Background: an optimization exercise with open tools, aiming at small area, a short achievable clock period and few clock cycles per item. Do not read the settings as production practice.
At most, simulation tests tie the RTL to the original design; equivalence was not proved.
No activity file was given, so power comes from the tool's default toggle rates.

## build 4
// booth_multiplier
module booth_multiplier(
    input         clk,
    input         reset_n,
    input         op_start,
    input         op_clear,
    input  [31:0] multiplier,
    input  [31:0] multiplicand,
    output        op_done,
    output [63:0] result
);
==> flow/config.mk <==
export PLATFORM = sky130hd
export DESIGN_NAME = booth_multiplier
export DESIGN_NICKNAME = booth_multiplier
export VERILOG_FILES = /design/flow/design.v
export SDC_FILE = /design/flow/constraint.sdc
export NUM_CORES = 4
export LEC_CHECK = 0
export CAP_MARGIN = 20
export CORE_MARGIN = 2
export CORE_UTILIZATION = 40
export PLACE_DENSITY = 0.75
export SETUP_SLACK_MARGIN = 2.0
export SLEW_MARGIN = 20
export SYNTH_HIERARCHICAL = 1
export SYNTH_MINIMUM_KEEP_SIZE = 0
==> flow/constraint.sdc <==
create_clock -name core_clock -period 5.0 [get_ports {clk}]
set_input_delay 1.0000 -clock core_clock [delete_from_list [all_inputs] [get_ports {clk}]]
set_output_delay 1.0000 -clock core_clock [all_outputs]
set_load 0.01 [all_outputs]
standard.sh (not shown) runs the stock make flow with config.mk's settings and CLKGATE_MAP_FILE= SYNTH_SCRIPT=/design/flow/synth_recipe.tcl, a recipe that flattens the netlist after the stock synthesis.
==> flow/flow/run.sh <==
#!/bin/bash
# Standard layout, except: plain buf_1 cells as the port buffers, and a
# clock tree of clkbuf_4 cells without dummy loads.
export BUFFER_PORTS_ARGS="-buffer_cell sky130_fd_sc_hd__buf_1"
export CTS_ARGS="-sink_clustering_enable -repair_clock_nets -dont_use_dummy_load -root_buf sky130_fd_sc_hd__clkbuf_16 -buf_list \"sky130_fd_sc_hd__clkbuf_4 sky130_fd_sc_hd__clkbuf_8\""
bash standard.sh > standard.log 2>&1
Build 4 finished all stages; the layout is clean.
Testbench counts of build 4, summed over its fixed seeds: cycles 11,192, items 1,600.
### build 4 -> build 8
- an added ABC_AREA of 1
- a change of PLACE_DENSITY from 0.75 to 0.6
Notes after the runs:
In summary, build 8 completed successfully, with a layout that passed the timing, design-rule and antenna checks. Compared with build 4, area after synthesis in build 8 increased by a few percent. Going from build 4 to build 8, final critical-path required period dropped 30 ps; overall power of the completed layout went down. For build 4, the cell with the biggest individual delay on the critical path was sky130_fd_sc_hd__o21ai_0, unlike build 8, where it was sky130_fd_sc_hd__fa_1. Build 8 vs build 4, start point of the critical path: one_q[1] vs s_q[9]. A most frequent standard cell in the layout excluding fill and tap cells of sky130_fd_sc_hd__xnor2_1 is what build 4 shows, while sky130_fd_sc_hd__nand2_1 belongs to build 8. Of build 8 and build 4, it is build 8 that has the higher floorplan core area.
Inputs modified between build 8 and build 12:
- CORE_UTILIZATION changed from 40 to 50
- ABC_AREA removed (was 1)
- PLACE_DENSITY changed from 0.6 to 0.7
- SETUP_SLACK_MARGIN changed from 2.0 to 1.8
Build 12 ends up with a final standard cell count with taps included and fillers excluded that is about 25% lower than in build 8.
In the metrics for build 8 and build 12, the one carrying the higher total standard cell area after synthesis is build 8.
Delta (build 12 minus build 8): register-to-register slack dropped 170 ps; maximum operating frequency fell about 5.6%; total power increased by about 5% relative to the old numbers.
Most common cell after layout, fill and taps aside = sky130_fd_sc_hd__nand2_1: build 8; most common cell after layout, fill and taps aside = sky130_fd_sc_hd__xnor2_1: build 12

* * *

## old
Another version of the RTL of booth_multiplier (not shown whole).
Size: ~13000 µm² of cells after synthesis.
export LEC_CHECK = 0
export CAP_MARGIN = 5
export CORE_MARGIN = 2
export CORE_UTILIZATION = 40
export PLACE_DENSITY = 0.75
export SETUP_SLACK_MARGIN = 2.0
export SLEW_MARGIN = 5
export SYNTH_HIERARCHICAL = 1
export SYNTH_MINIMUM_KEEP_SIZE = 0
create_clock -name core_clock -period 5.0 [get_ports {clk}]
==> flow/flow/run.sh <==
#!/bin/bash
# Standard layout, except: plain buf_1 cells as the port buffers, and a clock
# tree of clkbuf_4/clkbuf_8 cells under a clkbuf_16 root, without dummy loads.
export BUFFER_PORTS_ARGS="-buffer_cell sky130_fd_sc_hd__buf_1"
export CTS_ARGS="-sink_clustering_enable -repair_clock_nets -dont_use_dummy_load -root_buf sky130_fd_sc_hd__clkbuf_16 -buf_list \"sky130_fd_sc_hd__clkbuf_4 sky130_fd_sc_hd__clkbuf_8\""
bash standard.sh > standard.log 2>&1
Per the final summary, old finished and its layout is clean on timing, DRC and antenna.
[inputs] new vs old
Settings: changing SLEW_MARGIN from 5 to 20; changing CAP_MARGIN from 5 to 20.
## What came out
Every run (new and old) finished clean. Detailed route, new vs old: via total higher for new. Final routed wirelength across all metal layers went up slightly going from old to new. [compare] base=old new=new: final core area utilization was more or less identical; remaining antenna violation count essentially unchanged; routed length per instance picked up an extra 1.0%; switching power closely matched the old numbers.
No run of this note included a check of the RTL's function; only the layout flow was run.

* * *

== job 3177 ==
RTL: one of the versions met above, not the one the previous note started from.
For scale: ~1,100 cells after synthesis, roughly 13,000 sq um of cells after synthesis.
export LEC_CHECK = 0
export CAP_MARGIN = 20
export CORE_MARGIN = 2
export CORE_UTILIZATION = 40
export PLACE_DENSITY = 0.8
export SETUP_SLACK_MARGIN = 2.0
export SLEW_MARGIN = 20
export SYNTH_HIERARCHICAL = 1
export SYNTH_MINIMUM_KEEP_SIZE = 0
create_clock -name core_clock -period 5.0 [get_ports {clk}]
==> flow/flow/run.sh <==
#!/bin/bash
# Standard layout, except: plain buf_1 cells as the port buffers, and a
# clock tree of clkbuf_4 cells without dummy loads.
export BUFFER_PORTS_ARGS="-buffer_cell sky130_fd_sc_hd__buf_1"
export CTS_ARGS="-sink_clustering_enable -repair_clock_nets -dont_use_dummy_load -root_buf sky130_fd_sc_hd__clkbuf_16 -buf_list \"sky130_fd_sc_hd__clkbuf_4 sky130_fd_sc_hd__clkbuf_8\""
bash standard.sh > standard.log 2>&1
Job 3177 reached the final stage; the timing, design-rule and antenna checks on its layout passed.
Testbench counts of job 3177, summed over its fixed seeds: cycles 11,192, items 1,600.
The following lists how job 8179 was set up differently from job 3177:
-- flow/config.mk --
<<< job 3177, line 11
export PLACE_DENSITY = 0.8
>>> job 8179, line 11
export PLACE_DENSITY = 0.95
Findings:
- Job 8179 vs job 3177 on share of total power in the clock network: job 8179 is the lower one.
- Sort job 8179 and job 3177 by total met3 wirelength after detailed routing, ascending, and job 3177 comes first.
- Between job 3177 and job 8179, the storage element area figures differ only marginally.
- In job 8179, the number of global-route vias before repair came out 603 above the value in job 3177.
- Wire length, job 8179 and job 3177, lower one = job 3177.
- Compared with job 3177, in job 8179 total routing resource utilization after global routing grew by 1.5 points, leakage power total grew by about 0.4%, share of final layout cell area taken by clock buffers and inverters held steady.
- In summary, job 8179 completed successfully, with a layout that passed the timing, design-rule and antenna checks.
- Summary of job 8179 over job 3177: final worst slack shows a reduction of 0.21 ns, cell count closely matched the old numbers.
#### Input delta (job 3176 over job 8179)
-- flow/flow/run.sh --
<<< job 8179, line 3
# clock tree of clkbuf_4 cells without dummy loads.
>>> job 3176, line 3
# clock tree of clkbuf_4/8 cells under a clkbuf_16 root, without dummy loads.
<<< job 8179, line 6
>>> job 3176, line 6
export SKIP_GATE_CLONING=1
-- flow/config.mk --
<<< job 8179, line 11
export PLACE_DENSITY = 0.95
>>> job 3176, line 11
export PLACE_DENSITY = 0.6
[summary]
- [compare] base=job 8179 new=job 3176: share of cells above drive strength 1 moved down; slack of the critical path moved up; number of buffers outside the clock class in the layout moved down; total power moved down; time the final worst path needs with I/O delays and setup moved down.
Input changes introduced in job 6430 (baseline for comparison: job 3176):
-- flow/flow/run.sh --
<<< job 3176, line 3
# clock tree of clkbuf_4/8 cells under a clkbuf_16 root, without dummy loads.
>>> job 6430, line 3
# clock tree of clkbuf_4 cells without dummy loads.
<<< job 3176, line 6
export SKIP_GATE_CLONING=1
>>> job 6430, line 6
-- flow/config.mk --
<<< job 3176, line 11
export PLACE_DENSITY = 0.6
>>> job 6430, line 11
export PLACE_DENSITY = 0.7
--- outcome ---
Changes observed in job 6430 relative to job 3176: core utilization of the finished layout grew by 0.25 points; flip-flop and latch count level; total met2 wirelength after detailed routing went down by 0.79%; placement-stage worst setup slack grew by 0.051 ns; required arrival time at the worst endpoint has increased. Re data-path buffer share of cell area in the final layout: job 6430 and job 3176 aren't equal, and the lower value belongs to job 3176. Of the two values seen for startpoint of the worst setup timing path, rc_q[0] was produced by job 6430 and cy_q by job 3176.

## separate check: timing with driven ports
The results above use ideal ports. As a check the final layouts listed here were re-extracted and re-timed, cells and wires unchanged.
Step 1 assumes that a clkbuf_16 drives the clock port and a buf_2 every other input.
Step 2 adds t to the input delays and takes it off the output delays; t is the mean of the earliest and latest rising clock arrival at the registers after step 1. Input paths then give back, and output paths get back, about the clock's delay inside the block.
Slacks: no drivers / after step 1 / after step 2; pairs: no drivers / after step 1.
run	t (ns)	slack for setup (ns)	worst register clock-pin slew, ns	worst slew at a driven data input, ns
build 4	0.433	2.062 / 2.062 / 2.062	0.10 / 0.10	0.06
build 8	0.442	2.092 / 2.092 / 2.092	0.10 / 0.10	0.05
build 12	0.422	1.919 / 1.919 / 1.919	0.11 / 0.11	0.05
old	0.427	2.067 / 2.067 / 2.067	0.11 / 0.11	0.05
new	0.428	2.064 / 2.064 / 2.064	0.11 / 0.11	0.05
job 3177	0.433	1.991 / 1.991 / 1.991	0.12 / 0.12	0.08
job 8179	0.431	1.779 / 1.779 / 1.779	0.11 / 0.11	0.06
job 3176	0.431	2.007 / 2.007 / 2.007	0.10 / 0.10	0.08
job 6430	0.433	1.936 / 1.936 / 1.936	0.10 / 0.10	0.06
After both steps setup and hold are still met in every run listed.
